From an optimization exercise on the open Yosys and OpenROAD flow, aimed at small area, a short achievable clock period and few clock cycles; shortcuts taken in it are not production practice.
Function was checked by simulation only, so behaviour that the tests miss may differ from the original.

[flow/config.mk]
export PLATFORM = sky130hd
export DESIGN_NAME = ascon_core_sca
export DESIGN_NICKNAME = ascon_core_sca
export VERILOG_FILES = /design/flow/design.v
export SDC_FILE = /design/flow/constraint.sdc
export NUM_CORES = 4
export LEC_CHECK = 0
export CAP_MARGIN = 30
export CORE_MARGIN = 2
export CORE_UTILIZATION = 30
export GPL_ROUTABILITY_DRIVEN = 1
export GPL_TIMING_DRIVEN = 1
export PLACE_DENSITY = 0.45
export SLEW_MARGIN = 20
[flow/constraint.sdc]
create_clock -name core_clock -period 11.0 [get_ports {clk}]
set_input_delay 2.2000 -clock core_clock [delete_from_list [all_inputs] [get_ports {clk}]]
set_output_delay 2.2000 -clock core_clock [all_outputs]
set_load 0.01 [all_outputs]
[flow/design.v]
parameter unsigned LANES = 5;
parameter unsigned LANE_BITS = 64;
parameter unsigned KEY_BITS = 128;
parameter logic [63:0] IV_AEAD = 64'h0000000080400c06;
parameter unsigned ROUNDS_A = 12;
parameter unsigned ROUNDS_B = 6;
parameter logic [63:0] IV_HASH = 64'h0000010000400c00;
parameter unsigned CCW = 32;
parameter unsigned CCSW = 32;
parameter logic [3:0] OP_DO_ENC = 4'h0;
parameter logic [3:0] OP_DO_DEC = 4'h1;
parameter logic [3:0] OP_DO_HASH = 4'h2;
parameter logic [3:0] OP_LD_KEY = 4'h3;
parameter logic [3:0] OP_LD_NONCE = 4'h4;
parameter logic [3:0] OP_LD_AD = 4'h5;
parameter logic [3:0] OP_LD_PT = 4'h6;
parameter logic [3:0] OP_LD_CT = 4'h7;
parameter logic [3:0] OP_LD_TAG = 4'h8;
parameter logic [3:0] D_NULL = 4'h0;
parameter logic [3:0] D_NONCE = 4'h1;
parameter logic [3:0] D_AD = 4'h2;   
parameter logic [3:0] D_PTCT = 4'h3;   
parameter logic [3:0] D_TAG = 4'h4;
parameter logic [3:0] D_HASH = 4'h5;
parameter unsigned SBOX_LATENCY = 1;
parameter integer NUM_SHARES = 2;
parameter unsigned UROL = 1;
module dom_and #(parameter W = 64) (
    input  logic [2*W-1:0] a_i,   
    input  logic [2*W-1:0] b_i,   
    output logic [2*W-1:0] x_o    
);
  assign x_o[W-1:0]   = a_i[W-1:0] & b_i[2*W-1:W];
  assign x_o[2*W-1:W] = a_i[2*W-1:W] & b_i[W-1:0];
endmodule
module ascon_aff1 (
    input  logic [639:0] x_i,
    input  logic [  7:0] rc,
    output logic [639:0] a_o
);
  genvar s;
  for (s = 0; s < 2; s++) begin : g_s
    assign a_o[s*320+0*64 +: 64] = x_i[s*320+0*64 +: 64] ^ x_i[s*320+4*64 +: 64];
    assign a_o[s*320+1*64 +: 64] = x_i[s*320+1*64 +: 64];
    assign a_o[s*320+2*64 +: 64] = x_i[s*320+2*64 +: 64] ^ x_i[s*320+1*64 +: 64] ^
                                   ((s == 0) ? {56'd0, rc} : 64'd0);
    assign a_o[s*320+3*64 +: 64] = x_i[s*320+3*64 +: 64];
    assign a_o[s*320+4*64 +: 64] = x_i[s*320+4*64 +: 64] ^ x_i[s*320+3*64 +: 64];
  end
endmodule
module ascon_cross (
    input  logic [639:0] x_i,
    input  logic [  7:0] rc,
    output logic [639:0] c_o
);
  logic [639:0] a;
  ascon_aff1 u_aff1 (.x_i(x_i), .rc(rc), .a_o(a));
  genvar i;
  for (i = 0; i < 5; i++) begin : g_lane
    logic [127:0] c;
    dom_and #(.W(64)) u_and (
        .a_i({a[320+((i+1)%5)*64 +: 64], ~a[((i+1)%5)*64 +: 64]}),
        .b_i({a[320+((i+2)%5)*64 +: 64], a[((i+2)%5)*64 +: 64]}),
        .x_o(c)
    );
    assign c_o[i*64 +: 64]     = c[63:0];
    assign c_o[320+i*64 +: 64] = c[127:64];
  end
endmodule
module asconp (
    input  logic [639:0] x_i,    
    input  logic [639:0] c_i,    
    input  logic [  7:0] rc,     
    output logic [639:0] x_o     
);
  logic [639:0] a, chi;
  ascon_aff1 u_aff1 (.x_i(x_i), .rc(rc), .a_o(a));
  genvar s, i;
  for (s = 0; s < 2; s++) begin : g_s
    for (i = 0; i < 5; i++) begin : g_lane
      logic [63:0] n;
      assign n = (s == 0) ? ~a[s*320+((i+1)%5)*64 +: 64] : a[s*320+((i+1)%5)*64 +: 64];
      assign chi[s*320+i*64 +: 64] = a[s*320+i*64 +: 64] ^ (n & a[s*320+((i+2)%5)*64 +: 64]) ^
                                     c_i[s*320+i*64 +: 64];
    end
    logic [63:0] y0, y1, y2, y3, y4;
    assign y0 = chi[s*320+0*64 +: 64] ^ chi[s*320+4*64 +: 64];
    assign y1 = chi[s*320+1*64 +: 64] ^ chi[s*320+0*64 +: 64];
    assign y2 = chi[s*320+2*64 +: 64];
    assign y3 = chi[s*320+3*64 +: 64] ^ chi[s*320+2*64 +: 64];
    assign y4 = chi[s*320+4*64 +: 64];
    assign x_o[s*320+0*64 +: 64] = y0 ^ {y0[18:0], y0[63:19]} ^ {y0[27:0], y0[63:28]};
    assign x_o[s*320+1*64 +: 64] = y1 ^ {y1[60:0], y1[63:61]} ^ {y1[38:0], y1[63:39]};
    if (s == 0) begin : g_x2
      assign x_o[s*320+2*64 +: 64] = y2 ^ {y2[0], y2[63:1]} ^ {y2[5:0], y2[63:6]};
    end else begin : g_nx2
      assign x_o[s*320+2*64 +: 64] = ~(y2 ^ {y2[0], y2[63:1]} ^ {y2[5:0], y2[63:6]});
    end
    assign x_o[s*320+3*64 +: 64] = y3 ^ {y3[9:0], y3[63:10]} ^ {y3[16:0], y3[63:17]};
    assign x_o[s*320+4*64 +: 64] = y4 ^ {y4[6:0], y4[63:7]} ^ {y4[40:0], y4[63:41]};
  end
endmodule
module ascon_core_sca #(parameter D = NUM_SHARES) (
    input  logic              clk,
    input  logic              rst,
    input  logic [D*CCSW-1:0] key,
    input  logic              key_valid,
    output logic              key_ready,
    input  logic [ D*CCW-1:0] bdi,
    input  logic              bdi_valid,
    output logic              bdi_ready,
    input  logic [       3:0] bdi_type,
    input  logic              bdi_eot,
    input  logic              bdi_eoi,
    input  logic              decrypt,
    input  logic              hash,
    output logic [ D*CCW-1:0] bdo,
    output logic              bdo_valid,
    input  logic              bdo_ready,
    output logic [       3:0] bdo_type,
    output logic              bdo_eot,
    output logic              auth,
    output logic              auth_valid,
    input  logic              auth_ready
);
  localparam logic [319:0] HASH_S0 = 320'h5e8d41f43fad61388605739fcd2fad293697f8352b4c1977dc2f1d954a6561c411044c070e4afff5;
  localparam logic [319:0] HASH_S1 = 320'h6a02e43dea888078c51deabe75d74ec1821d6aeeb399c315579d05a48c6a71c6ff97d4add52d0fc8;
  localparam logic [639:0] HASH_S = {HASH_S1, HASH_S0};
  localparam logic [2:0] F_IDLE = 3'd0, F_NONCE = 3'd1, F_PERM = 3'd2, F_ABS = 3'd3,
                         F_SQZ = 3'd4, F_TAGV = 3'd5;
  localparam logic [2:0] P_INIT = 3'd0, P_AD = 3'd1, P_PT = 3'd2, P_FINAL = 3'd3,
                         P_HASH = 3'd4;
  function automatic integer wo(input integer s, input integer p);
    wo = s * 320 + (p / 2) * 64 + ((p % 2 == 0) ? 32 : 0);
  endfunction
  function automatic logic [7:0] rcon(input logic [3:0] t);
    rcon = {4'hF - t, t};
  endfunction
  logic [639:0] x;            
  logic [639:0] cr;           
  logic [255:0] kr;           
  logic [  3:0] t;            
  logic [2:0] fsm, pk;
  logic [1:0] wc;             
  logic [1:0] seg;            
  logic [1:0] hcnt;           
  logic       sqw;            
  logic       fdec, fhash, feoi, fadeot, dsep;
  logic [1:0] kcnt;           
  logic       kbusy;          
  logic       eng;            
  logic [1:0] eptr;
  logic       aint, rdy, kfree;
  logic [1:0] za;             
  logic        ib_v, ib_eot, ib_eoi, ib_hash, ib_dec;
  logic [ 3:0] ib_type;
  logic [63:0] ib_d;
  logic        ib1_v, ib1_eot, ib1_eoi, ib1_hash, ib1_dec;
  logic [ 3:0] ib1_type;
  logic [63:0] ib1_d;
  logic        ov, oe, ov2, oe2;
  logic [ 3:0] ot, ot2;
  logic [63:0] od, od2;
  logic [255:0] kl;
  assign kl = {kr[191:128], kr[255:192], kr[63:0], kr[127:64]};
  logic [639:0] r, xn, cn;
  logic [  3:0] tn;
  asconp i_asconp (.x_i(x), .c_i(cr), .rc(rcon(t)), .x_o(r));
  ascon_cross i_cross (.x_i(xn), .rc(rcon(tn)), .c_o(cn));
  logic lastr, abs_next, fin_direct, abs_cyc, hl, rnd, sqz_rnd;
  logic c_n0, c_h0, c_n, c_ad, c_pt, dual, c_data, cons1, cons2;
  logic l_eot, l_eoi, blk_end, wl;
  logic start12, start6, kx12, kx34, dsep_now, nonce_st;
  logic dx_hi, dx_lo, dec_hi, dec_lo, tg0, tg1;
  logic o_push, o_rhi, o_rlo, o_r6, o_xhi, o_xlo, o_d, o_k, o_t3, o_t4, o_pe;
  logic [3:0] o_xe;
  logic [9:0] w_sr, w_sx, w_sh, w_kx, w_dx;
  localparam integer NDEC = 97;
  logic [NDEC-1:0] dq, dn;
  assign {lastr, abs_next, fin_direct, abs_cyc, hl, rnd, sqz_rnd,
          c_n0, c_h0, c_n, c_ad, c_pt, dual, c_data, cons1, cons2,
          l_eot, l_eoi, blk_end, wl, start12, start6, kx12, kx34, dsep_now, nonce_st,
          dx_hi, dx_lo, dec_hi, dec_lo, tg0, tg1, w_sr, w_sx, w_sh, w_kx, w_dx,
          o_push, o_rhi, o_rlo, o_r6, o_xhi, o_xlo, o_xe, o_d, o_k, o_t3, o_t4, o_pe} = dq;
  always_comb begin
    if (start6) tn = 4'd6;
    else if (start12 | lastr) tn = 4'd0;
    else if (rnd) tn = t + 4'd1;
    else tn = t;
  end
  logic [63:0] d_hi, d_lo;
  assign d_hi = ib_d;
  assign d_lo = (dual | tg1) ? ib1_d : ib_d;
  always_comb begin
    for (int p = 0; p < 10; p++) begin
      logic sr, sx, sh, kx, dx;
      sr = w_sr[p];
      sx = w_sx[p];
      sh = w_sh[p];
      kx = w_kx[p];
      dx = w_dx[p];
      for (int s = 0; s < 2; s++) begin
        logic [31:0] w;
        w = ({32{sr}} & r[wo(s, p) +: 32]) | ({32{sx}} & x[wo(s, p) +: 32]) |
            ({32{sh}} & HASH_S[wo(s, p) +: 32]);
        if (p >= 2) w = w ^ ({32{kx}} & kl[s*128 + wo(0, p) - ((p < 6) ? 64 : 192) +: 32]);
        if ((p == 1) | (p == 7)) w = w ^ ({32{dx}} & d_lo[s*32 +: 32]);
        else w = w ^ ({32{dx}} & d_hi[s*32 +: 32]);
        if ((s == 0) & (p == 0)) w = w ^ ({32{nonce_st}} & IV_AEAD[31:0]);
        if ((s == 0) & (p == 1)) w = w ^ ({32{nonce_st}} & IV_AEAD[63:32]);
        if (p == 0) w[31] = w[31] ^ fin_direct;
        if ((s == 0) & (p == 9)) w[0] = w[0] ^ dsep_now;
        xn[wo(s, p) +: 32] = w;
      end
    end
  end
  logic cap, cap_tv, ktake;
  assign cap = bdi_valid & rdy & ((bdi_type != D_PTCT) | bdo_ready) & (fsm != F_TAGV);
  assign cap_tv = bdi_valid & rdy & (fsm == F_TAGV) & (bdi_type == D_TAG);
  assign ktake = key_valid & kfree;
  logic [31:0] tv_st;
  logic        tv_eq;
  always_comb begin
    tv_st = 32'd0;
    for (int w = 0; w < 4; w++)
      if (wc == w) tv_st = x[wo(0, 6 + w) +: 32] ^ x[wo(1, 6 + w) +: 32];
    tv_eq = ((bdi[31:0] ^ bdi[63:32]) == tv_st);
  end
  logic tv_z;
  assign tv_z = (!za[0] | ((x[wo(0, 6) +: 32] ^ x[wo(1, 6) +: 32]) == 32'd0)) &
                (!za[1] | ((x[wo(0, 7) +: 32] ^ x[wo(1, 7) +: 32]) == 32'd0));
  logic        push, push2;
  logic [63:0] pd, pd2;
  logic [ 3:0] pty;
  logic        pe, pe2;
  always_comb begin
    for (int s = 0; s < 2; s++) begin
      logic [31:0] rw, xw, mw;
      rw = ({32{o_rhi}} & r[wo(s, 0) +: 32]) | ({32{o_rlo}} & r[wo(s, 1) +: 32]) |
           ({32{o_r6}} & r[wo(s, 6) +: 32]);
      xw = ({32{o_xhi}} & x[wo(s, 0) +: 32]) | ({32{o_xlo}} & x[wo(s, 1) +: 32]);
      for (int w = 0; w < 4; w++) xw = xw | ({32{o_xe[w]}} & x[wo(s, 6 + w) +: 32]);
      mw = ({32{o_d}} & ib_d[s*32 +: 32]) | ({32{o_k}} & kr[s*128 + 96 +: 32]);
      pd[s*32 +: 32] = rw ^ (xw ^ mw);
      pd2[s*32 +: 32] = (rnd ? r[wo(s, 1) +: 32] : x[wo(s, 1) +: 32]) ^ ib1_d[s*32 +: 32];
    end
    push = o_push;
    push2 = c_pt & dual;
    pty = o_t3 ? D_PTCT : o_t4 ? D_TAG : D_HASH;
    pe = o_pe;
    pe2 = ib1_eot;
  end
  logic [2:0] fsm_n, pk_n;
  logic [1:0] wc_n, seg_n, hcnt_n, kcnt_n, eptr_n;
  logic sqw_n, fdec_n, fhash_n, feoi_n, fadeot_n, dsep_n, kbusy_n, eng_n, aint_n;
  logic [1:0] za_n;
  logic auth_n, auth_valid_n, ov_n, ov2_n, rdy_n;
  logic ib_v_n, ib1_v_n;
  always_comb begin
    fsm_n = fsm;
    pk_n = pk;
    wc_n = wc;
    seg_n = seg;
    hcnt_n = hcnt;
    kcnt_n = kcnt;
    eptr_n = eptr;
    sqw_n = sqw;
    fdec_n = fdec;
    fhash_n = fhash;
    feoi_n = feoi;
    fadeot_n = fadeot;
    dsep_n = dsep;
    kbusy_n = kbusy;
    eng_n = eng;
    aint_n = aint;
    za_n = za;
    auth_n = auth;
    auth_valid_n = auth_valid;
    if (eng & !ov2) begin
      eptr_n = eptr + 2'd1;
      if (eptr == 2'd3) eng_n = 1'b0;
    end
    case (fsm)
      F_IDLE: begin
        if (c_n0) begin
          fsm_n = F_NONCE;
          wc_n = 2'd1;
          fdec_n = ib_dec;
          fhash_n = 1'b0;
          feoi_n = 1'b0;
          fadeot_n = 1'b0;
          seg_n = 2'd0;
          dsep_n = 1'b1;
          kbusy_n = 1'b1;
        end else if (c_h0) begin
          fdec_n = 1'b0;
          fhash_n = 1'b1;
          feoi_n = l_eoi;
          fadeot_n = l_eot;
          hcnt_n = 2'd0;
        end
      end
      F_NONCE: begin
        if (c_n) begin
          wc_n = wc + 2'd1;
          if (wc == 2'd3) begin
            feoi_n = ib_eoi;
            fsm_n = F_PERM;
            pk_n = P_INIT;
          end
        end
      end
      F_SQZ: begin
        if (!ov2) begin
          sqw_n = 1'b1;
          if (sqw) begin
            sqw_n = 1'b0;
            if (hcnt == 2'd3) fsm_n = F_IDLE;
            else begin
              hcnt_n = hcnt + 2'd1;
              fsm_n = F_PERM;
              pk_n = P_HASH;
            end
          end
        end
      end
      F_TAGV: begin
        if (cap_tv) begin
          wc_n = wc + 2'd1;
          aint_n = aint & tv_eq & tv_z;
          if (wc == 2'd3) begin
            auth_valid_n = 1'b1;
            auth_n = aint & tv_eq & tv_z;
            fsm_n = F_IDLE;
          end
        end
      end
      default: ;
    endcase
    if (lastr) begin
      if (abs_next) begin
        fsm_n = F_ABS;
        wc_n = 2'd0;
      end else if (pk == P_FINAL) begin
        kbusy_n = 1'b0;
        if (fdec) begin
          fsm_n = F_TAGV;
          wc_n = {tg1, tg0 & !tg1};
          za_n = {tg1, tg0};
          aint_n = 1'b1;
        end else begin
          fsm_n = F_IDLE;
          eng_n = 1'b1;
          eptr_n = ov2 ? 2'd0 : 2'd1;
        end
      end else if (pk == P_HASH) begin
        fsm_n = F_SQZ;
        sqw_n = !ov2;
      end else begin
        fsm_n = F_PERM;   
        pk_n = P_FINAL;
        dsep_n = 1'b0;
      end
    end
    if (c_ad) begin
      fadeot_n = l_eot;
      feoi_n = feoi | l_eoi;
      seg_n = l_eot ? 2'd2 : 2'd1;
      if (fhash & l_eot) hcnt_n = 2'd0;
    end
    if (c_ad | c_h0) pk_n = fhash_n ? P_HASH : P_AD;
    if (c_pt) begin
      seg_n = 2'd2;
      dsep_n = 1'b0;
      pk_n = l_eot ? P_FINAL : P_PT;
    end
    if (c_data) begin
      if (blk_end) begin
        fsm_n = F_PERM;
        wc_n = 2'd0;
      end else begin
        fsm_n = F_ABS;
        wc_n = 2'd1;
      end
    end
    ib_v_n = cons2 ? 1'b0 : cons1 ? ib1_v : ib_v;
    ib1_v_n = (cons1 | cons2) ? 1'b0 : ib1_v;
    if (cap) begin
      if (ib_v_n) ib1_v_n = 1'b1;
      else ib_v_n = 1'b1;
    end
    if (cap | ktake) auth_valid_n = 1'b0;
    if (ktake) kcnt_n = kcnt + 2'd1;
    ov_n = ov;
    ov2_n = ov2;
    if (!ov | bdo_ready) begin
      ov_n = ov2 | push;
      ov2_n = push2;
    end else if (push) begin
      ov2_n = 1'b1;
    end
    if (rst) begin
      fsm_n = F_IDLE;
      eng_n = 1'b0;
      kbusy_n = 1'b0;
      kcnt_n = 2'd0;
      ib_v_n = 1'b0;
      ib1_v_n = 1'b0;
      ov_n = 1'b0;
      ov2_n = 1'b0;
      auth_valid_n = 1'b0;
    end
    rdy_n = (fsm_n == F_TAGV) |
            (!ib1_v_n & !((fsm_n == F_PERM) & (pk_n == P_FINAL) & fdec_n & (tn == 4'd11)));
  end
  logic [3:0] ib_type_n, ib1_type_n;
  logic ib_hash_n, ib_eot_n, ib_eoi_n, ib1_eot_n, ib1_eoi_n;
  always_comb begin
    ib_type_n = ib_type;
    ib_hash_n = ib_hash;
    ib_eot_n = ib_eot;
    ib_eoi_n = ib_eoi;
    if (ib_ld_cap) begin
      ib_type_n = bdi_type;
      ib_hash_n = hash;
      ib_eot_n = bdi_eot;
      ib_eoi_n = bdi_eoi;
    end else if (ib_ld_shift) begin
      ib_type_n = ib1_type;
      ib_hash_n = ib1_hash;
      ib_eot_n = ib1_eot;
      ib_eoi_n = ib1_eoi;
    end
    ib1_type_n = ib1_ld_cap ? bdi_type : ib1_type;
    ib1_eot_n = ib1_ld_cap ? bdi_eot : ib1_eot;
    ib1_eoi_n = ib1_ld_cap ? bdi_eoi : ib1_eoi;
  end
  ascon_dec i_dec (
      .fsm(fsm_n), .t(tn), .pk(pk_n), .feoi(feoi_n), .fadeot(fadeot_n), .fhash(fhash_n),
      .fdec(fdec_n), .seg(seg_n), .eng(eng_n), .eptr(eptr_n), .ov(ov_n), .ov2(ov2_n),
      .wc(wc_n), .ib_v(ib_v_n), .ib_type(ib_type_n), .ib_hash(ib_hash_n), .ib_eot(ib_eot_n),
      .ib_eoi(ib_eoi_n), .ib1_v(ib1_v_n), .ib1_type(ib1_type_n), .ib1_eot(ib1_eot_n),
      .ib1_eoi(ib1_eoi_n), .sqw(sqw_n), .hcnt(hcnt_n), .dsep(dsep_n), .d_o(dn)
  );
  logic ib_ld_cap, ib_ld_shift, ib1_ld_cap;
  assign ib_ld_shift = cons1 & !cons2 & ib1_v;
  assign ib_ld_cap = cap & !(cons2 ? 1'b0 : cons1 ? ib1_v : ib_v);
  assign ib1_ld_cap = cap & (cons2 ? 1'b0 : cons1 ? ib1_v : ib_v);
  always_ff @(posedge clk) begin
    x <= xn;
    cr <= cn;
    dq <= dn;
    t <= tn;
    fsm <= fsm_n;
    pk <= pk_n;
    wc <= wc_n;
    seg <= seg_n;
    hcnt <= hcnt_n;
    kcnt <= kcnt_n;
    eptr <= eptr_n;
    sqw <= sqw_n;
    fdec <= fdec_n;
    fhash <= fhash_n;
    feoi <= feoi_n;
    fadeot <= fadeot_n;
    dsep <= dsep_n;
    kbusy <= kbusy_n;
    eng <= eng_n;
    aint <= aint_n;
    za <= za_n;
    kfree <= !kbusy_n;
    auth <= auth_n;
    auth_valid <= auth_valid_n;
    ib_v <= ib_v_n;
    ib1_v <= ib1_v_n;
    rdy <= rdy_n;
    ov <= ov_n;
    ov2 <= ov2_n;
    if (ib_ld_cap) begin
      ib_d <= bdi;
      ib_type <= bdi_type;
      ib_eot <= bdi_eot;
      ib_eoi <= bdi_eoi;
      ib_hash <= hash;
      ib_dec <= decrypt;
    end else if (ib_ld_shift) begin
      ib_d <= ib1_d;
      ib_type <= ib1_type;
      ib_eot <= ib1_eot;
      ib_eoi <= ib1_eoi;
      ib_hash <= ib1_hash;
      ib_dec <= ib1_dec;
    end
    if (ib1_ld_cap) begin
      ib1_d <= bdi;
      ib1_type <= bdi_type;
      ib1_eot <= bdi_eot;
      ib1_eoi <= bdi_eoi;
      ib1_hash <= hash;
      ib1_dec <= decrypt;
    end
    if (ktake) begin
      for (int w = 0; w < 4; w++) begin
        if (kcnt == w) begin
          kr[(3-w)*32 +: 32] <= key[31:0];
          kr[128+(3-w)*32 +: 32] <= key[63:32];
        end
      end
    end
    if (!ov | bdo_ready) begin
      if (ov2) begin
        od <= od2;
        ot <= ot2;
        oe <= oe2;
      end else if (push) begin
        od <= pd;
        ot <= pty;
        oe <= pe;
      end
      if (push2) begin
        od2 <= pd2;
        ot2 <= D_PTCT;
        oe2 <= pe2;
      end
    end else if (push) begin
      od2 <= pd;
      ot2 <= pty;
      oe2 <= pe;
    end
  end
  assign key_ready = kfree;
  assign bdi_ready = rdy;
  assign bdo = od;
  assign bdo_valid = ov;
  assign bdo_type = ot;
  assign bdo_eot = oe;
endmodule
module ascon_dec (
    input  logic [2:0] fsm,
    input  logic [3:0] t,
    input  logic [2:0] pk,
    input  logic       feoi, fadeot, fhash, fdec,
    input  logic [1:0] seg,
    input  logic       eng,
    input  logic [1:0] eptr,
    input  logic       ov, ov2,
    input  logic [1:0] wc,
    input  logic       ib_v,
    input  logic [3:0] ib_type,
    input  logic       ib_hash, ib_eot, ib_eoi, ib1_v,
    input  logic [3:0] ib1_type,
    input  logic       ib1_eot, ib1_eoi, sqw,
    input  logic [1:0] hcnt,
    input  logic       dsep,
    output logic [96:0] d_o
);
  localparam logic [3:0] D_NONCE = 4'h1, D_AD = 4'h2, D_PTCT = 4'h3, D_TAG = 4'h4;
  localparam logic [2:0] F_IDLE = 3'd0, F_NONCE = 3'd1, F_PERM = 3'd2, F_ABS = 3'd3,
                         F_SQZ = 3'd4, F_TAGV = 3'd5;
  localparam logic [2:0] P_INIT = 3'd0, P_AD = 3'd1, P_PT = 3'd2, P_FINAL = 3'd3,
                         P_HASH = 3'd4;
  logic lastr, abs_next, fin_direct, abs_cyc, hl, rnd, sqz_rnd;
  logic c_n0, c_h0, c_n, c_ad, c_pt, dual, c_data, cons1, cons2;
  logic l_eot, l_eoi, blk_end, wl;
  logic start12, start6, kx12, kx34, dsep_now, nonce_st;
  assign lastr = (fsm == F_PERM) & (t == 4'd11);
  always_comb begin
    case (pk)
      P_INIT:  abs_next = !feoi;
      P_AD:    abs_next = !(fadeot & feoi);
      P_PT:    abs_next = 1'b1;
      P_HASH:  abs_next = !fadeot;
      default: abs_next = 1'b0;
    endcase
  end
  assign fin_direct = lastr & (((pk == P_INIT) & feoi) | ((pk == P_AD) & fadeot & feoi));
  assign abs_cyc = (fsm == F_ABS) | (lastr & abs_next);
  assign hl = (fsm == F_IDLE) & (!eng | ((eptr == 2'd3) & !ov2));
  assign c_n0 = ib_v & (ib_type == D_NONCE) & (fsm == F_IDLE) & (!eng | (eptr != 2'd0) | !ov2);
  assign c_h0 = ib_v & (ib_type == D_AD) & ib_hash & hl;
  assign c_n = ib_v & (ib_type == D_NONCE) & nonce_st &
               (!eng | (eptr > wc) | ((eptr == wc) & !ov2));
  assign c_ad = ib_v & abs_cyc & (ib_type == D_AD) & (fhash | (seg != 2'd2));
  assign c_pt = ib_v & abs_cyc & (ib_type == D_PTCT) & !fhash & (seg != 2'd1) & !ov2;
  assign dual = ib1_v & !ib_eot & ((c_h0 | (c_ad & !wc[0])) & (ib1_type == D_AD) |
                                   (c_pt & !wc[0] & (ib1_type == D_PTCT) & !ov));
  assign c_data = c_h0 | c_ad | c_pt;
  assign cons1 = c_n0 | c_n | c_data | tg0;
  assign cons2 = dual | tg1;
  assign l_eot = dual ? ib1_eot : ib_eot;
  assign l_eoi = dual ? ib1_eoi : ib_eoi;
  assign wl = dual | (wc[0] & !c_h0);
  assign blk_end = wl | l_eot;
  assign sqz_rnd = (fsm == F_SQZ) & sqw & !ov2 & (hcnt != 2'd3);
  assign rnd = (fsm == F_PERM) | sqz_rnd;
  assign nonce_st = (fsm == F_NONCE);
  assign kx12 = nonce_st | fin_direct | (c_pt & l_eot);
  assign kx34 = lastr & ((pk == P_INIT) | (pk == P_FINAL));
  assign dsep_now = (c_pt & dsep) | fin_direct;
  assign start12 = (c_n & (wc == 2'd3)) | ((c_h0 | (c_ad & fhash)) & blk_end) |
                   (c_pt & l_eot) | fin_direct;
  assign start6 = (c_ad & !fhash & blk_end) | (c_pt & !l_eot & wl);
  logic dx_hi, dx_lo, dec_hi, dec_lo, tg0, tg1;
  assign tg0 = lastr & (pk == P_FINAL) & fdec & ib_v & (ib_type == D_TAG);
  assign tg1 = tg0 & ib1_v & (ib1_type == D_TAG);
  assign dx_hi = c_data & (!wc[0] | c_h0);
  assign dx_lo = dual | (c_data & wc[0] & !c_h0);
  assign dec_hi = c_pt & fdec & dx_hi;
  assign dec_lo = c_pt & fdec & dx_lo;
  logic tag0p, dig0p, sqzp, engp;
  logic o_push, o_rhi, o_rlo, o_r6, o_xhi, o_xlo, o_d, o_k, o_t3, o_t4, o_pe;
  logic [3:0] o_xe;
  assign tag0p = lastr & (pk == P_FINAL) & !fdec & !ov2;
  assign dig0p = lastr & (pk == P_HASH) & fadeot & !ov2;
  assign sqzp = (fsm == F_SQZ) & !ov2;
  assign engp = eng & !ov2 & !c_pt & !tag0p & !dig0p & !sqzp;
  assign o_push = c_pt | tag0p | dig0p | sqzp | engp;
  assign o_rhi = (c_pt & rnd & dx_hi) | dig0p;
  assign o_rlo = c_pt & rnd & !dx_hi;
  assign o_r6 = tag0p;
  assign o_xhi = (c_pt & !rnd & dx_hi) | (sqzp & !sqw);
  assign o_xlo = (c_pt & !rnd & !dx_hi) | (sqzp & sqw);
  assign o_xe = {4{engp}} & (4'b0001 << eptr);
  assign o_d = c_pt;
  assign o_k = tag0p;
  assign o_t3 = c_pt;
  assign o_t4 = tag0p | engp;
  assign o_pe = c_pt ? ib_eot : engp ? (eptr == 2'd3) : sqzp & sqw & (hcnt == 2'd3);
  logic [9:0] w_sr, w_sx, w_sh, w_kx, w_dx;
  always_comb begin
    for (int p = 0; p < 10; p++) begin
      logic ldw;
      ldw = ((p == 0) & dec_hi) | ((p == 1) & dec_lo) | ((p == 6) & c_n0) |
            ((p >= 6) & c_n & (wc == p - 6));
      w_sr[p] = rnd & !ldw;
      w_sh[p] = hl & !ldw;
      w_sx[p] = !rnd & !hl & !ldw & !(nonce_st & (p < 6));
      w_kx[p] = ((p >= 2) & (p < 6) & kx12) | ((p >= 6) & kx34);
      w_dx[p] = ((p == 0) & dx_hi) | ((p == 1) & dx_lo) | ((p >= 6) & ldw) |
                ((p == 6) & tg0) | ((p == 7) & tg1);
    end
  end
  assign d_o = {lastr, abs_next, fin_direct, abs_cyc, hl, rnd, sqz_rnd,
                c_n0, c_h0, c_n, c_ad, c_pt, dual, c_data, cons1, cons2,
                l_eot, l_eoi, blk_end, wl, start12, start6, kx12, kx34, dsep_now, nonce_st,
                dx_hi, dx_lo, dec_hi, dec_lo, tg0, tg1, w_sr, w_sx, w_sh, w_kx, w_dx,
                o_push, o_rhi, o_rlo, o_r6, o_xhi, o_xlo, o_xe, o_d, o_k, o_t3, o_t4, o_pe};
endmodule
[flow/flow/run.sh]
#!/bin/bash
# Layout: the standard flow (standard.sh, unchanged synthesis and steps)
# with ORFS's timing repair asked for more setup slack than the clock needs,
# so that it sizes and buffers the critical paths for a shorter period. The
# clock, constraints and everything else are the standard flow's. make's
# full output goes to make_finish.log in this folder; the tools' own logs
# are under orfs/logs.
set -o pipefail
bash standard.sh SETUP_SLACK_MARGIN=7.0 finish > make_finish.log 2>&1
[flow/standard.sh]
#!/bin/bash
# synth_recipe.tcl (not shown) runs the flow's synth.tcl, then flattens the netlist and writes it again
# the make line also repeats each setting of config.mk as NAME=value (left out here)
make -C /OpenROAD-flow-scripts/flow DESIGN_CONFIG=/design/flow/config.mk WORK_HOME=/design/flow/orfs CLKGATE_MAP_FILE= SYNTH_SCRIPT=/design/flow/synth_recipe.tcl "${@:-finish}"
==> results of run 1 <==
worst min-delay path, stage by stage (launching register included):
cell	delay (ps)
dfxtp_1	310
nand2_1	80
nand2_1	50
cell families (layout without fill, tap and decap cells):
| kind of cell | after synthesis | in the layout |
|---|---|---|
| other | 1 | 148 |
| flip-flops | 1917 | 1917 |
| buffers and inverters | 1305 | 2262 |
| adder cells (fa/ha/maj) | 326 | 326 |
| AO/OA/AOI/OAI | 1326 | 1326 |
| XOR/XNOR | 4216 | 4216 |
| AND/OR/NAND/NOR | 2404 | 2406 |
| multiplexers | 333 | 333 |
repair_timing:
item / in CTS / in global routing
setup buffers: 94 / 23
pin swaps: 96 / 58
cloned: 2 / 0
endpoints found under the setup margin: 875 / 223
resized for setup: 584 / 215
state kept, by name, indices dropped and copies added, names as in the netlist, 2 cells and up:
name,cells
ot,3
kcnt,2
wc,2
od,64
x,640
eptr,2
kr,256
od2,64
ib1_type,4
za,2
fsm,3
pk,3
t,4
ib1_d,64
cr,640
dq,62
ib_d,64
hcnt,2
ot2,3
ib_type,4
seg,2
cell usage after synthesis (all sizes together) (13+ instances only):
library cell,number,area (um2)
xnor2,2729,24100
dfxtp,1391,27800
nand2,1271,4770
xor2,1151,10100
inv,811,3040
a22oi,578,4340
nor2,534,2000
edfxtp,526,15800
clkbuf,377,1420
a221oi,356,3120
ha,260,3250
mux2i,257,2570
xnor3,239,5380
nor2b,157,982
and2,148,926
buf,116,472
a21oi,112,561
nand2b,111,694
xor3,97,2310
o21ai,92,464
nand3,78,390
mux2,76,856
maj3,66,661
a222oi,60,601
a211oi,29,218
nor4,24,150
nor3,16,80.1
a21o,15,113
and3,13,81.3
metrics by stage:
step	worst slack (ps)	utilization, %	instances	hold WS (ps)
after floorplan	6320	-	11800	432
after global placement	4550	33.7	17300	466
after detailed placement	4590	34.0	17400	472
after CTS	6790	37.2	18000	483
after global routing	6830	37.5	18100	510
final	6800	37.6	18200	479
layout make-up:
type	count	area (um2)	share of cell area [%]
multi-input combinational	8608	75900	51.4
sequential	1917	43900	29.7
timing repair buffer	970	8930	6.05
clock buffer	405	8120	5.50
tap	5220	6530	4.43
inverter	812	3060	2.07
clock inverter	75	778	0.528
antenna	147	368	0.249
per-layer routing:
layer / GRT usage [%] / vias up / part of all wire [%]
met5: 0 / - / 0.034
met4: 39.8 / 44 / 11
met3: 12.8 / 2097 / 10
met2: 64.3 / 6867 / 41
met1: 53.2 / 52800 / 38
li1: - / 40900 / -
worst paths after layout:
| path | startpoint | end | slack [ps] | cells past startpoint |
|---|---|---|---|---|
| hold / removal | seg[1] | seg[1] | 480 | 2 |
| setup / recovery | key_valid | kr[13] | 6800 | 4 |
| setup reg to reg | x[462] | cr[392] | 6850 | 10 |
| hold reg to reg | seg[1] | seg[1] | 480 | 2 |
==> key figures, run 1 <==
Status
  • Status: complete, no violations

Critical path
  • Crit path cell chain: clkdlybuf4s50_1 -> and3_4 -> buf_6 -> buf_6
  • Max FO, Critical Path: 23
  • Delay-heaviest family, CP: buffers and inverters
  • Slowest library cell on the worst path: and3_4
  • Worst EP arrival: 4760 ps
  • CP bufs+invs: 3
  • Critical path's most frequent cell: buf_6
  • Worst EP required: 11560 ps
  • CP endpoint kind: flip-flop
  • Worst setup SP type: input port
  • Critical path type: in2reg
  • Delay of the slowest cell on the worst path: 720 ps

Detailed routing
  • Via count: 103000
  • Final ANT Viol Nets: 0
  • Residual DRC count: 0
  • Drt wl/cell: 50.2 um
  • Initial drt markers: 15700
  • Post-Route WL: 912000 um
  • Drt via density: 5.66
  • 1st-pass router iterations: 9

Placement
  • Placed cell area: 134000 um2
  • PortBufs: 213
  • GPL Wtd Cong: 1.11
  • Detailed placer's ending HPWL: 717000 um

Synth
  • Post-synthesis simple-gate area fraction: 8.88%
  • Asr flop ratio synth: 0%
  • EDFF count, synth: 526
  • Synth warn: 2
  • Post-Synth Adder-Cell Area: 3.30%
  • Mux contribution to synthesized area: 2.89%
  • Most used DFF post-synth: dfxtp_1
  • Cell count after synthesis: 11800
  • Syn nets: 12200
  • Largest family of logic cells by synthesized area: XOR/XNOR gates
  • Post-Syn Area: 118000 um2
  • Unique masters post-synth: 89
  • #FFs+latches synth: 1917
  • Sequential-to-total area share from yosys stat: 36.8%
  • Syn Area/Cell: 10.0 um2
  • Synth Area in XOR/XNOR: 35.3%
  • Post-synthesis compound-gate area fraction: 8.56%

Die
  • Core box area: 393000 um2
  • Initial Utilization: 30.2%
  • Die width: 632 um
  • Die area: 400000 um2
  • Top-level port count: 216
  • FP Rows: 230
  • Die Height: 632 um

Clocking
  • CTS tree: done
  • Clock latency on the worst-skew pair: 990 ps
  • Clk pin slew, worst setup/hold paths: 50 ps
  • TritonCTS Buffers: 266
  • CTS max path bufs: 4
  • H-tree levels: 5
  • Clk sink count: 1917
  • Hold buffers post-CTS: 0
  • CTS Root Cell: clkbuf_16

STA
  • RSZ-0062 raised after global routing: yes
  • Final hold violation count: 0
  • Period minus WS final: 4200 ps
  • Worst slew margin: 18.4%
  • Final critical-path share of the clock period: 38.2%
  • Fmax: 0.238 GHz
  • Setup TNS Final: 0 ps
  • Slew Viols, Final: 0
  • Layout Skew: 62.0 ps
  • Final setup viols: 0
  • Worst-Margin Slew: 1220 ps

Final layout
  • Synthesis-to-finish area growth: 24.5%
  • Design Area, Final: 148000 um2
  • Final-stage net count: 13000
  • Most frequent cells in the layout: 2282 x xnor2_1, 1281 x dfxtp_1, 1264 x nand2_1
  • Commonest non-fill, non-tap cell in the layout: xnor2_1
  • Fillers: 39500
  • Layout cells sized above 1: 16.8%

GRT
  • Largest net degree at the start of global routing: 84
  • First-pass GRT wire length: 1130000 um
  • Number of global-route vias before repair: 97300
  • Initial antenna violation count: 141
  • GRT Total Usage: 44.4%
  • Grt ovf: 0

Worst hold path
  • Min-Delay Path Class: reg2reg

Flow run
  • Max cap viols: 0
Testbench counts, summed over its fixed seeds: cycles 19,240.
==> inputs of run 2 (changes only) <==
--- a/flow/design.v
+++ b/flow/design.v
@@ -152,4 +152,5 @@
   logic [1:0] eptr;
   logic       aint, rdy, kfree;
+  logic [3:0] kwe;            
   logic [1:0] za;             
   logic        ib_v, ib_eot, ib_eoi, ib_hash, ib_dec;
@@ -470,4 +471,5 @@
     za <= za_n;
     kfree <= !kbusy_n;
+    kwe <= {4{!kbusy_n}} & (4'b0001 << kcnt_n);
     auth <= auth_n;
     auth_valid <= auth_valid_n;
@@ -500,10 +502,8 @@
       ib1_dec <= decrypt;
     end
-    if (ktake) begin
-      for (int w = 0; w < 4; w++) begin
-        if (kcnt == w) begin
-          kr[(3-w)*32 +: 32] <= key[31:0];
-          kr[128+(3-w)*32 +: 32] <= key[63:32];
-        end
+    for (int w = 0; w < 4; w++) begin
+      if (key_valid & kwe[w]) begin
+        kr[(3-w)*32 +: 32] <= key[31:0];
+        kr[128+(3-w)*32 +: 32] <= key[63:32];
       end
     end
--- a/flow/config.mk
+++ b/flow/config.mk
@@ -8,7 +8,7 @@
 export CAP_MARGIN = 30
 export CORE_MARGIN = 2
-export CORE_UTILIZATION = 30
+export CORE_UTILIZATION = 28
 export GPL_ROUTABILITY_DRIVEN = 1
 export GPL_TIMING_DRIVEN = 1
-export PLACE_DENSITY = 0.45
+export PLACE_DENSITY = 0.38
 export SLEW_MARGIN = 20
==> run 2 against run 1 <==
Compared with the run above:
- critical path type unchanged
- worst hold slack better by 26 ps
- non-clock buffer count fell by 16
- largest cell class unchanged
- clock skew down 7.1 ps
- final area rose by 1.1%
- register-to-register slack worse by 40 ps
- via count fell by 0.66%
==> key figures, run 2 <==
STA
  • Setup TNS Final: 0 ps
  • Period minus WS final: 4250 ps
  • RSZ-0062 raised after global routing: yes
  • Worst slew margin: 18.4%
  • Final setup viols: 0
  • Worst-Margin Slew: 1220 ps
  • Final critical-path share of the clock period: 38.6%
  • Slew Viols, Final: 0
  • Final hold violation count: 0
  • Fmax: 0.236 GHz
  • Layout Skew: 55.0 ps

Final layout
  • Fillers: 43100
  • Synthesis-to-finish area growth: 25.2%
  • Most frequent cells in the layout: 2305 x xnor2_1, 1313 x dfxtp_1, 1271 x nand2_1
  • Layout cells sized above 1: 16.6%
  • Commonest non-fill, non-tap cell in the layout: xnor2_1
  • Largest registers: cr (640), x (640), kr (256)
  • Final-stage net count: 13000

Critical path
  • Worst setup SP type: input port
  • Worst EP required: 11860 ps
  • Critical path type: in2reg
  • Worst r2r src: x[615]
  • CP endpoint kind: flip-flop
  • FF-to-FF setup slack: 6810 ps
  • R2r endpoint: od2[43]
  • R2r worst-path depth: 10
  • Worst EP arrival: 5110 ps
  • Max FO, Critical Path: 6

Synth
  • Synth warn: 2
  • Syn Area/Cell: 10.1 um2
  • Unique masters post-synth: 97
  • Cell count after synthesis: 11900
  • #FFs+latches synth: 1921
  • Area leader, netlist: dfxtp_1
  • Commonest cells post-synth: 2696 x xnor2_1, 1395 x dfxtp_1, 1276 x nand2_1, 1126 x xor2_1, 795 x inv_1
  • Sequential-to-total area share from yosys stat: 36.7%
  • Most used DFF post-synth: dfxtp_1
  • Most frequent cell after synthesis: xnor2_1
  • Top post-synthesis cells by area: dfxtp_1 23%, xnor2_1 20%, edfxtp_1 13%
  • Syn nets: 12300
  • Asr flop ratio synth: 0%
  • EDFF count, synth: 526
  • Post-Syn Area: 119000 um2
  • Post-synth top area share: 23.4%

Detailed routing
  • Residual DRC count: 0
  • Final ANT Viol Nets: 0
  • Initial drt markers: 14400
  • 1st-pass router iterations: 8
  • Drt via density: 5.47
  • Post-Route WL: 898000 um
  • Drt wl/cell: 48.1 um
  • Via count: 102000

GRT
  • Grt ovf: 0
  • First-pass GRT wire length: 1120000 um
  • Initial antenna violation count: 127
  • Largest net degree at the start of global routing: 96
  • GRT Total Usage: 40.4%
  • Number of global-route vias before repair: 97500

Placement
  • GPL Wtd Cong: 1.08
  • PortBufs: 213
  • Detailed placer's ending HPWL: 700000 um

Clocking
  • TritonCTS Buffers: 271
  • H-tree levels: 5
  • Clock latency on the worst-skew pair: 990 ps
  • CTS max path bufs: 4
  • Hold buffers post-CTS: 0
  • Clk pin slew, worst setup/hold paths: 60 ps
  • CTS tree: done
  • Clk sink count: 1921
  • CTS Root Cell: clkbuf_16

Die
  • FP Rows: 239
  • Die width: 656 um
  • Core box area: 424000 um2
  • Initial Utilization: 28.1%
  • Die Height: 656 um
  • Die area: 431000 um2
  • Top-level port count: 216

Worst hold path
  • Hold path startpoint: ib1_eoi
  • Hold path depth: 1
  • WHS Endpoint: ib1_eoi
  • Min-Delay Path Class: reg2reg

Status
  • Status: complete, no violations

Flow run
  • Max cap viols: 0
[run 2: worst max path at each step]
stage | from | to | slack (ps) | depth (start not counted)
final | bdi_type[0] | dq[76] | 6750 | 12
after global routing | bdi_type[0] | dq[52] | 6720 | 15
after CTS | bdi_type[1] | dq[76] | 6730 | 13
after detailed placement | bdi_type[2] | dq[81] | 4560 | 11
after global placement | bdi_type[0] | dq[81] | 4590 | 11
after floorplan | bdi_type[0] | dq[76] | 5940 | 12
[run 2: kinds of logic (layout without fill, tap and decap cells)]
| family | after synthesis | count (layout) | share of synthesized area (%) |
|---|---|---|---|
| simple gates | 2423 | 2425 | 8.94 |
| flops | 1921 | 1921 | 36.7 |
| buf+inv | 1294 | 2243 | 4.15 |
| xor+xnor | 4220 | 4220 | 35.5 |
| mux | 333 | 333 | 2.88 |
| other cells | 1 | 180 | 0.00315 |
| compound gates | 1342 | 1342 | 8.57 |
| fa+ha+maj | 322 | 322 | 3.24 |
[run 2: per-layer routing]
| layer | GRT usage [%] | part of all wire (%) |
|---|---|---|
| met2 | 59.3 | 42 |
| met5 | 0.0554 | 0.026 |
| met1 | 50.5 | 40 |
| met4 | 33.2 | 9.9 |
| met3 | 9.20 | 8.6 |
[run 2: per-stage QoR]
| stage | std cells | worst slack (ps) | util [%] | cell area, um2 | hold slack, ps |
|---|---|---|---|---|---|
| 6_report | 18600 | 6750 | 35.2 | 149000 | 505 |
| 5_1_grt | 18600 | 6720 | 35.2 | 149000 | 516 |
| 4_1_cts | 18400 | 6730 | 34.8 | 147000 | 509 |
| 3_5_place_dp | 17800 | 4560 | 31.8 | 135000 | 496 |
| 3_3_place_gp | 17700 | 4590 | 31.4 | 133000 | 487 |
| 2_1_floorplan | 11900 | 5940 | - | 119000 | 409 |
[run 2: cell type report]
class                           instances  area, um2  share of cell area [%]
Timing Repair Buffer                  954       9320                    6.25
Clock buffer                          402       8280                    5.55
Multi-Input combinational cell       8643      76200                    51.1
Antenna cell                          179        448                   0.300
Tap cell                             5663       7090                    4.75
Inverter                              797       3000                    2.01
Sequential cell                      1921      43900                    29.4
Clock inverter                         90        876                   0.587
[run 2: timing repair]
item,in CTS,in global routing
hold endpoints to repair,0,0
cloned,8,0
buffers inserted,109,39
pin swaps,95,63
gates resized for setup,577,164
endpoints found under the setup margin,831,189
[run 2: critical path, stage by stage]
cell       delay (ps)
buf_8             110
or3b_4            430
o31a_1            310
or3_4             360
a31oi_4           280
buf_4             170
buf_6             100
nand3b_1          140
o21a_2            160
a2bb2oi_4         210
a32oi_1           200
a2111o_1          420
Testbench counts of run 2, summed over its fixed seeds: cycles 19,240.
==> inputs of run 3 (changes only) <==
==> flow/flow/run.sh (replaced) <==
#!/bin/bash
# Layout: the standard flow (standard.sh, unchanged synthesis and steps)
# with two optimisation settings changed:
#  - ORFS's timing repair is asked for more setup slack than the clock needs,
#    so that it sizes and buffers the critical paths for a shorter period;
#  - the port buffers that placement inserts on every input and output are
#    buf_4 cells instead of the tool's default pick (a delay cell).
# The clock, constraints and everything else are the standard flow's. make's
# full output goes to make_finish.log in this folder; the tools' own logs
# are under orfs/logs.
set -o pipefail
bash standard.sh SETUP_SLACK_MARGIN=7.25 "BUFFER_PORTS_ARGS=-buffer_cell sky130_fd_sc_hd__buf_4" \
  finish > make_finish.log 2>&1
==> run 3 against run 2 <==
Compared with the run above:
- still clean
- synthesized cell count unchanged
- final area up 2.5%
- worst hold slack worse by 11 ps
- critical path depth up 3
- clock skew decreased by 3.3 ps
- final cell count is 0.75% higher
- wire length down 4.2%
- largest cell class unchanged
==> key figures, run 3 <==
Critical path
  • CP endpoint kind: flip-flop
  • CP endpoint: dq[54]
  • R2r worst-path depth: 13
  • Critical path type: in2reg
  • FF-to-FF setup slack: 7020 ps
  • Critical path startpoint: bdi_type[0]
  • Max FO, Critical Path: 6
  • Worst setup SP type: input port
  • Worst EP required: 11880 ps
  • Worst EP arrival: 5190 ps
  • R2r endpoint: aint
  • Worst r2r src: wc[0]

Final layout
  • Finished Layout Cells: 18800
  • Core Util, Final: 36.1%
  • Largest registers: cr (640), x (640), kr (256)
  • Synthesis-to-finish area growth: 28.3%
  • Commonest non-fill, non-tap cell in the layout: xnor2_1
  • Layout cells sized above 1: 22.3%
  • Final-stage net count: 13100
  • Most frequent cells in the layout: 2186 x xnor2_1, 1271 x nand2_1, 1198 x dfxtp_1

Clocking
  • Clock latency on the worst-skew pair: 990 ps
  • Hold buffers post-CTS: 0
  • TritonCTS Buffers: 265
  • CTS max path bufs: 4
  • H-tree levels: 5
  • Clk sink count: 1921
  • Clk pin slew, worst setup/hold paths: 60 ps
  • CTS Root Cell: clkbuf_16
  • CTS tree: done

Die
  • FP Rows: 239
  • Die Height: 656 um
  • Core box area: 424000 um2
  • Die width: 656 um
  • Initial Utilization: 28.1%
  • Die area: 431000 um2
  • Top-level port count: 216

STA
  • Final setup viols: 0
  • Period minus WS final: 4310 ps
  • Worst-Margin Slew: 1230 ps
  • Worst Setup Slack, final: 6690 ps
  • Slew Viols, Final: 0
  • Setup TNS Final: 0 ps
  • Worst slew margin: 17.8%
  • Final hold violation count: 0
  • RSZ-0062 raised after global routing: yes
  • Final critical-path share of the clock period: 39.2%
  • Fmax: 0.232 GHz
  • Layout Skew: 51.7 ps

Worst hold path
  • Hold path startpoint: dq[1]
  • Min-Delay Path Class: reg2reg

Detailed routing
  • Initial drt markers: 15200
  • Post-Route WL: 860000 um
  • Final ANT Viol Nets: 0
  • Drt via density: 5.44
  • Via count: 102000
  • Residual DRC count: 0
  • Drt wl/cell: 45.8 um
  • 1st-pass router iterations: 9

Synth
  • Unique masters post-synth: 97
  • Syn Area/Cell: 10.1 um2
  • Cell count after synthesis: 11900
  • Area leader, netlist: dfxtp_1
  • Commonest cells post-synth: 2696 x xnor2_1, 1395 x dfxtp_1, 1276 x nand2_1, 1126 x xor2_1, 795 x inv_1
  • Most used DFF post-synth: dfxtp_1
  • Asr flop ratio synth: 0%
  • Post-Syn Area: 119000 um2
  • EDFF count, synth: 526
  • Synth warn: 2
  • Post-synth top area share: 23.4%
  • Syn nets: 12300
  • Top post-synthesis cells by area: dfxtp_1 23%, xnor2_1 20%, edfxtp_1 13%
  • #FFs+latches synth: 1921
  • Sequential-to-total area share from yosys stat: 36.7%
  • Most frequent cell after synthesis: xnor2_1

Placement
  • GPL Wtd Cong: 1.10
  • Placed insts: 17800
  • PortBufs: 213
  • Detailed placer's ending HPWL: 672000 um
  • Post-place setup slack: 5260 ps

GRT
  • Number of global-route vias before repair: 97300
  • Initial antenna violation count: 134
  • GRT Total Usage: 38.6%
  • Grt ovf: 0
  • Largest net degree at the start of global routing: 88
  • First-pass GRT wire length: 1080000 um

Status
  • Status: complete, no violations

Flow run
  • Max cap viols: 0
[run 3: cell counts after synthesis]
No cell type changed its count.
[run 3: layout make-up]
cell class	instances	area, um2
Fill cell	42900	271000
Multi-Input combinational cell	8644	78500
Sequential cell	1921	44100
Timing Repair Buffer	1122	10800
Clock buffer	382	8060
Tap cell	5663	7090
Inverter	797	3000
Clock inverter	102	927
Antenna cell	158	395
[run 3: what timing repair did]
item                                     CTS  global route
gates cloned                               1             2
pin swaps                                304           197
endpoints found under the setup margin  1095           423
hold endpoints to repair                   0             0
buffers inserted                         256           115
gates resized for setup                  879           352
[run 3: how the worst min path moves through the flow]
stage,to,slack (ps),cells past startpoint
after floorplan,za[0],410,0
after global placement,ib1_eoi,490,1
after detailed placement,ot2[0],480,1
after CTS,ot2[0],490,1
after global routing,ot2[0],500,1
final,ot2[0],490,1
[run 3: routing by layer]
layer	wire, um	global-route usage, %
met1	332000	47.3
met2	355000	56.4
met3	84600	10.5
met4	88000	32.2
met5	219	0.0776
[run 3: logic make-up after synthesis]
| family | synth area share (%) |
|---|---|
| AO/OA/AOI/OAI | 8.57 |
| XOR/XNOR | 35.5 |
| adder cells (fa/ha/maj) | 3.24 |
| buffers and inverters | 4.15 |
| flip-flops | 36.7 |
| multiplexers | 2.88 |
| other | 0.00315 |
| AND/OR/NAND/NOR | 8.94 |
[run 3: stage by stage]
stage | hold WS, ps | area [um2]
3_3_place_gp | 485 | 132000
3_5_place_dp | 483 | 133000
6_report | 494 | 153000
4_1_cts | 493 | 150000
2_1_floorplan | 409 | 119000
5_1_grt | 499 | 153000
[run 3: critical path: stages]
cell and delay (ps):
buf_8 110, or3b_4 420, o31a_1 320, or3_4 360, a31oi_4 270, ha_4 250
nand2b_4 140, a21oi_2 140, a31oi_1 50, o211ai_1 260, inv_1 140, and3_4 170
buf_6 110, buf_6 110, nor3_2 130
==> inputs of run 4 (changes only) <==
--- a/flow/design.v
+++ b/flow/design.v
@@ -154,4 +154,6 @@
   logic [3:0] kwe;            
   logic [1:0] za;             
+  logic [1:0] tw;             
+  logic       tv_done;        
   logic        ib_v, ib_eot, ib_eoi, ib_hash, ib_dec;
   logic [ 3:0] ib_type;
@@ -217,6 +219,6 @@
   end
   logic cap, cap_tv, ktake;
-  assign cap = bdi_valid & rdy & ((bdi_type != D_PTCT) | bdo_ready) & (fsm != F_TAGV);
-  assign cap_tv = bdi_valid & rdy & (fsm == F_TAGV) & (bdi_type == D_TAG);
+  assign cap = bdi_valid & rdy & ((bdi_type != D_PTCT) | bdo_ready) & ((fsm != F_TAGV) | tv_done);
+  assign cap_tv = bdi_valid & rdy & (fsm == F_TAGV) & !tv_done & (bdi_type == D_TAG);
   assign ktake = key_valid & kfree;
   logic [31:0] tv_st;
@@ -225,5 +227,5 @@
     tv_st = 32'd0;
     for (int w = 0; w < 4; w++)
-      if (wc == w) tv_st = x[wo(0, 6 + w) +: 32] ^ x[wo(1, 6 + w) +: 32];
+      if (tw == w) tv_st = x[wo(0, 6 + w) +: 32] ^ x[wo(1, 6 + w) +: 32];
     tv_eq = ((bdi[31:0] ^ bdi[63:32]) == tv_st);
   end
@@ -255,6 +257,8 @@
   logic [1:0] wc_n, seg_n, hcnt_n, kcnt_n, eptr_n;
   logic sqw_n, fdec_n, fhash_n, feoi_n, fadeot_n, dsep_n, kbusy_n, eng_n, aint_n;
-  logic [1:0] za_n;
-  logic auth_n, auth_valid_n, ov_n, ov2_n, rdy_n;
+  logic [1:0] za_n, tw_n;
+  logic tv_done_n;
+  logic auth_n, auth_valid_n, ov_n, ov2_n;
+  logic rdy_n;
   logic ib_v_n, ib1_v_n;
   always_comb begin
@@ -278,4 +282,15 @@
     auth_n = auth;
     auth_valid_n = auth_valid;
+    tw_n = tw;
+    tv_done_n = tv_done & (fsm != F_TAGV);
+    if (cap_tv) begin
+      tw_n = tw + 2'd1;
+      aint_n = aint & tv_eq & tv_z;
+      if (tw == 2'd3) begin
+        auth_valid_n = 1'b1;
+        auth_n = aint & tv_eq & tv_z;
+        tv_done_n = 1'b1;
+      end
+    end
     if (eng & !ov2) begin
       eptr_n = eptr + 2'd1;
@@ -327,13 +342,5 @@
       end
       F_TAGV: begin
-        if (cap_tv) begin
-          wc_n = wc + 2'd1;
-          aint_n = aint & tv_eq & tv_z;
-          if (wc == 2'd3) begin
-            auth_valid_n = 1'b1;
-            auth_n = aint & tv_eq & tv_z;
-            fsm_n = F_IDLE;
-          end
-        end
+        if (tv_done) fsm_n = F_IDLE;
       end
       default: ;
@@ -347,6 +354,6 @@
         if (fdec) begin
           fsm_n = F_TAGV;
-          wc_n = {tg1, tg0 & !tg1};
           za_n = {tg1, tg0};
+          tw_n = {tg1, tg0 & !tg1};
           aint_n = 1'b1;
         end else begin
@@ -401,18 +408,10 @@
       ov2_n = 1'b1;
     end
-    if (rst) begin
-      fsm_n = F_IDLE;
-      eng_n = 1'b0;
-      kbusy_n = 1'b0;
-      kcnt_n = 2'd0;
-      ib_v_n = 1'b0;
-      ib1_v_n = 1'b0;
-      ov_n = 1'b0;
-      ov2_n = 1'b0;
-      auth_valid_n = 1'b0;
-    end
-    rdy_n = (fsm_n == F_TAGV) |
-            (!ib1_v_n & !((fsm_n == F_PERM) & (pk_n == P_FINAL) & fdec_n & (tn == 4'd11)));
   end
+  logic dn_cons;
+  assign dn_cons = rst ? 1'b0 : bdo_ready ? (dn_p[82] | dn_p[81]) : (dn_q[82] | dn_q[81]);
+  assign rdy_n = (fsm_n == F_TAGV) |
+                 ((!ib1_v_n | dn_cons) &
+                  !((fsm_n == F_PERM) & (pk_n == P_FINAL) & fdec_n & (tn >= 4'd10)));
   logic [3:0] ib_type_n, ib1_type_n;
   logic ib_hash_n, ib_eot_n, ib_eoi_n, ib1_eot_n, ib1_eoi_n;
@@ -437,11 +436,45 @@
     ib1_eoi_n = ib1_ld_cap ? bdi_eoi : ib1_eoi;
   end
-  ascon_dec i_dec (
+  logic       dnc_v, dnc1_v, dnc_hash, dnc_eot, dnc_eoi, dnc1_eot, dnc1_eoi;
+  logic [3:0] dnc_type, dnc1_type;
+  logic       shift_nc;
+  assign shift_nc = cons1 & !cons2 & ib1_v;
+  assign dnc_v = cons2 ? 1'b0 : cons1 ? ib1_v : ib_v;
+  assign dnc1_v = (cons1 | cons2) ? 1'b0 : ib1_v;
+  assign dnc_type = shift_nc ? ib1_type : ib_type;
+  assign dnc_hash = shift_nc ? ib1_hash : ib_hash;
+  assign dnc_eot = shift_nc ? ib1_eot : ib_eot;
+  assign dnc_eoi = shift_nc ? ib1_eoi : ib_eoi;
+  assign dnc1_type = ib1_type;
+  assign dnc1_eot = ib1_eot;
+  assign dnc1_eoi = ib1_eoi;
+  logic ovp_n, ov2p_n, ovq_n, ov2q_n;
+  assign ovp_n = ov2 | push;
+  assign ov2p_n = push2;
+  assign ovq_n = ov ? ov : (ov2 | push);
+  assign ov2q_n = ov ? (ov2 | push) : push2;
+  logic [NDEC-1:0] dn_p, dn_q, dn_r;
+  ascon_dec i_dec_p (
       .fsm(fsm_n), .t(tn), .pk(pk_n), .feoi(feoi_n), .fadeot(fadeot_n), .fhash(fhash_n),
-      .fdec(fdec_n), .seg(seg_n), .eng(eng_n), .eptr(eptr_n), .ov(ov_n), .ov2(ov2_n),
-      .wc(wc_n), .ib_v(ib_v_n), .ib_type(ib_type_n), .ib_hash(ib_hash_n), .ib_eot(ib_eot_n),
-      .ib_eoi(ib_eoi_n), .ib1_v(ib1_v_n), .ib1_type(ib1_type_n), .ib1_eot(ib1_eot_n),
-      .ib1_eoi(ib1_eoi_n), .sqw(sqw_n), .hcnt(hcnt_n), .dsep(dsep_n), .d_o(dn)
+      .fdec(fdec_n), .seg(seg_n), .eng(eng_n), .eptr(eptr_n), .ov(ovp_n), .ov2(ov2p_n),
+      .wc(wc_n), .ib_v(dnc_v), .ib_type(dnc_type), .ib_hash(dnc_hash), .ib_eot(dnc_eot),
+      .ib_eoi(dnc_eoi), .ib1_v(dnc1_v), .ib1_type(dnc1_type), .ib1_eot(dnc1_eot),
+      .ib1_eoi(dnc1_eoi), .sqw(sqw_n), .hcnt(hcnt_n), .dsep(dsep_n), .d_o(dn_p)
+  );
+  ascon_dec i_dec_q (
+      .fsm(fsm_n), .t(tn), .pk(pk_n), .feoi(feoi_n), .fadeot(fadeot_n), .fhash(fhash_n),
+      .fdec(fdec_n), .seg(seg_n), .eng(eng_n), .eptr(eptr_n), .ov(ovq_n), .ov2(ov2q_n),
+      .wc(wc_n), .ib_v(dnc_v), .ib_type(dnc_type), .ib_hash(dnc_hash), .ib_eot(dnc_eot),
+      .ib_eoi(dnc_eoi), .ib1_v(dnc1_v), .ib1_type(dnc1_type), .ib1_eot(dnc1_eot),
+      .ib1_eoi(dnc1_eoi), .sqw(sqw_n), .hcnt(hcnt_n), .dsep(dsep_n), .d_o(dn_q)
+  );
+  ascon_dec i_dec_r (
+      .fsm(F_IDLE), .t(4'd0), .pk(3'd0), .feoi(1'b0), .fadeot(1'b0), .fhash(1'b0),
+      .fdec(1'b0), .seg(2'd0), .eng(1'b0), .eptr(2'd0), .ov(1'b0), .ov2(1'b0),
+      .wc(2'd0), .ib_v(1'b0), .ib_type(4'd0), .ib_hash(1'b0), .ib_eot(1'b0),
+      .ib_eoi(1'b0), .ib1_v(1'b0), .ib1_type(4'd0), .ib1_eot(1'b0),
+      .ib1_eoi(1'b0), .sqw(1'b0), .hcnt(2'd0), .dsep(1'b0), .d_o(dn_r)
   );
+  assign dn = rst ? dn_r : bdo_ready ? dn_p : dn_q;
   logic ib_ld_cap, ib_ld_shift, ib1_ld_cap;
   assign ib_ld_shift = cons1 & !cons2 & ib1_v;
@@ -453,10 +486,10 @@
     dq <= dn;
     t <= tn;
-    fsm <= fsm_n;
+    fsm <= rst ? F_IDLE : fsm_n;
     pk <= pk_n;
     wc <= wc_n;
     seg <= seg_n;
     hcnt <= hcnt_n;
-    kcnt <= kcnt_n;
+    kcnt <= rst ? 2'd0 : kcnt_n;
     eptr <= eptr_n;
     sqw <= sqw_n;
@@ -466,17 +499,19 @@
     fadeot <= fadeot_n;
     dsep <= dsep_n;
-    kbusy <= kbusy_n;
-    eng <= eng_n;
+    kbusy <= !rst & kbusy_n;
+    eng <= !rst & eng_n;
     aint <= aint_n;
     za <= za_n;
-    kfree <= !kbusy_n;
-    kwe <= {4{!kbusy_n}} & (4'b0001 << kcnt_n);
+    kfree <= rst | !kbusy_n;
+    kwe <= rst ? 4'b0001 : {4{!kbusy_n}} & (4'b0001 << kcnt_n);
     auth <= auth_n;
-    auth_valid <= auth_valid_n;
-    ib_v <= ib_v_n;
-    ib1_v <= ib1_v_n;
-    rdy <= rdy_n;
-    ov <= ov_n;
-    ov2 <= ov2_n;
+    auth_valid <= !rst & auth_valid_n;
+    ib_v <= !rst & ib_v_n;
+    ib1_v <= !rst & ib1_v_n;
+    rdy <= rst | rdy_n;
+    ov <= !rst & ov_n;
+    ov2 <= !rst & ov2_n;
+    tw <= tw_n;
+    tv_done <= !rst & tv_done_n;
     if (ib_ld_cap) begin
       ib_d <= bdi;
==> run 4 against run 3 <==
Compared with the run above:
- critical path depth fell by 9
- clock-buffer cell count rose by 7
- wire length barely moved
- synthesized cell count rose by 0.20%
- critical endpoint is now auth
- die area rose by 0.11%
- worst setup slack improved by 400 ps
- global-route usage barely moved
- still clean on timing, DRC and antenna
- first-iteration DRC count fell by 3.8%
==> key figures, run 4 <==
Status
  • Status: complete, no violations

Synth
  • Post-Syn Area: 119000 um2
  • Post-Synth Adder-Cell Area: 3.27%
  • Largest family of logic cells by synthesized area: XOR/XNOR gates
  • Cell count after synthesis: 11900
  • Most used DFF post-synth: dfxtp_1
  • Top post-synthesis cells by area: dfxtp_1 23%, xnor2_1 20%, edfxtp_1 13%
  • Post-synthesis compound-gate area fraction: 8.81%
  • Synth Area in XOR/XNOR: 35.1%
  • Synth warn: 2
  • Commonest cells post-synth: 2743 x xnor2_1, 1392 x dfxtp_1, 1109 x xor2_1, 1103 x nand2_1, 829 x inv_1
  • Asr flop ratio synth: 0%
  • EDFF count, synth: 532

Clocking
  • H-tree levels: 5
  • CTS max path bufs: 4
  • Clock latency on the worst-skew pair: 1010 ps
  • CTS tree: done
  • CTS Root Cell: clkbuf_16

Die
  • Die width: 657 um
  • FP Rows: 239
  • Core box area: 424000 um2

Placement
  • PortBufs: 213
  • Detailed placer's ending HPWL: 676000 um

GRT
  • Grt ovf: 0

Final layout
  • Register area: 44200 um2

Detailed routing
  • Residual DRC count: 0
  • Drt via density: 5.44
  • Initial drt markers: 14600
  • 1st-pass router iterations: 7

Critical path
  • Worst setup SP type: input port
  • Worst EP arrival: 4700 ps
  • Max FO, Critical Path: 4
  • Slowest library cell on the worst path: xnor2_1
  • Delay of the slowest cell on the worst path: 850 ps
  • Crit path cell chain: buf_4 -> xnor2_1 -> o22ai_1 -> or4_1 -> nor4_4 -> buf_6

Flow run
  • Max cap viols: 0

STA
  • Worst slew margin: 17.7%
  • Layout Skew: 58.5 ps
  • Period minus WS final: 3910 ps
  • RSZ-0062 raised after global routing: yes
  • Slew Viols, Final: 0
  • Hold WS: 440 ps
  • Final hold violation count: 0
  • Worst-Margin Slew: 1230 ps
==> run 4: changes by cell type in the layout (fill, tap and decap cells not counted), sizes merged, moves of 46 or more <==
| cell | previous run | this run |
|---|---|---|
| buf | 1119 | 1029 |
| diode | 158 | 98 |
| mux2 | 75 | 122 |
| nand2 | 1278 | 1104 |
| nor2 | 523 | 611 |
| nor2b | 155 | 109 |
==> run 4: timing repair <==
action | in CTS | in global routing
gates cloned | 4 | 1
hold buffers | 0 | 0
pin swaps | 206 | 162
endpoints found under the hold margin | 0 | 0
buffers inserted | 166 | 83
resized for setup | 813 | 358
endpoints found under the setup margin | 1031 | 400
==> run 4: per-layer routing <==
metal  part of all wire, %  wire (um)  track usage, %
met4                   9.0      77500            28.2
met1                    40     343000            49.2
met2                    42     359000            57.0
met3                   9.4      80700            8.99
met5                 0.026        225               0
==> run 4: per-stage QoR <==
| step | setup slack [ps] | cells | instance area (um2) |
|---|---|---|---|
| CTS | 7070 | 18500 | 148000 |
| detailed placement | 5080 | 17800 | 134000 |
| floorplan | 6720 | 11900 | 119000 |
| finish | 7090 | 18700 | 151000 |
| global route | 7110 | 18600 | 151000 |
| global placement | 5100 | 17700 | 132000 |
==> run 4: area by class of cell <==
class	count	area share [%]
Antenna cell	98	0.162
Tap cell	5663	4.69
Multi-Input combinational cell	8629	51.4
Inverter	832	2.07
Clock inverter	98	0.598
Timing Repair Buffer	1033	6.62
Sequential cell	1924	29.2
Clock buffer	389	5.23
==> run 4: cells by family (layout without fill, tap and decap cells) <==
family          after synthesis  after routing
other cells                   1             99
mux                         387            387
compound gates             1389           1389
flops                      1924           1924
fa+ha+maj                   325            325
xor+xnor                   4208           4208
buf+inv                    1329           2352
simple gates               2317           2319
==> run 4: path summary, 6_finish.rpt <==
path,from,end,slack [ps],depth (start not counted)
worst max-delay path,bdi[57],auth,7090,6
worst min-delay path,dq[66],za[0],440,0
worst max register to register,x[230],od[10],7100,10
worst min register to register,dq[66],za[0],440,0
==> run 4: critical path: cells and delay by family <==
family	cells	cell delay (ps)
AO/OA/AOI/OAI	1	270
buffers and inverters	2	400
XOR/XNOR	1	850
AND/OR/NAND/NOR	2	930
Testbench counts of run 4, summed over its fixed seeds: cycles 19,418.

separate check: timing with driven ports:
In the flow no input, the clock included, has a driving cell. The finished layouts below were timed again as built, in two steps. Step 1 (the two cells are an assumption about what drives the block):
set clk [get_ports {clk}]
set_driving_cell -lib_cell sky130_fd_sc_hd__clkbuf_16 $clk
set_driving_cell -lib_cell sky130_fd_sc_hd__buf_2 [delete_from_list [all_inputs] $clk]
Step 2, shift: input delay + t, output delay - t, t = (earliest + latest rising clock arrival at the registers) / 2. This alone moves slack from input paths to output paths. a / b / c = no drivers / after step 1 / after step 2; a / b = the first two.
run	t, ns	slack for setup (ns)	worst hold slack (ns)	latest minus earliest clock arrival (ns)	slew at the worst register clock pin (ns)
run 1	1.087	6.801 / 6.849 / 5.801	0.479 / 0.479 / 0.479	0.063 / 0.062	0.07 / 0.07
run 2	1.092	6.754 / 6.809 / 5.745	0.505 / 0.505 / 0.505	0.056 / 0.056	0.07 / 0.07
run 3	1.094	6.692 / 6.780 / 5.686	0.494 / 0.494 / 0.494	0.054 / 0.053	0.07 / 0.07
run 4	1.107	7.091 / 7.005 / 6.057	0.440 / 0.440 / 0.440	0.060 / 0.060	0.07 / 0.07
After both steps every run listed still meets setup and hold. For run 4, which loses most, drivers alone change the setup slack by -0.086 ns; drivers and shift together by -1.034 ns.
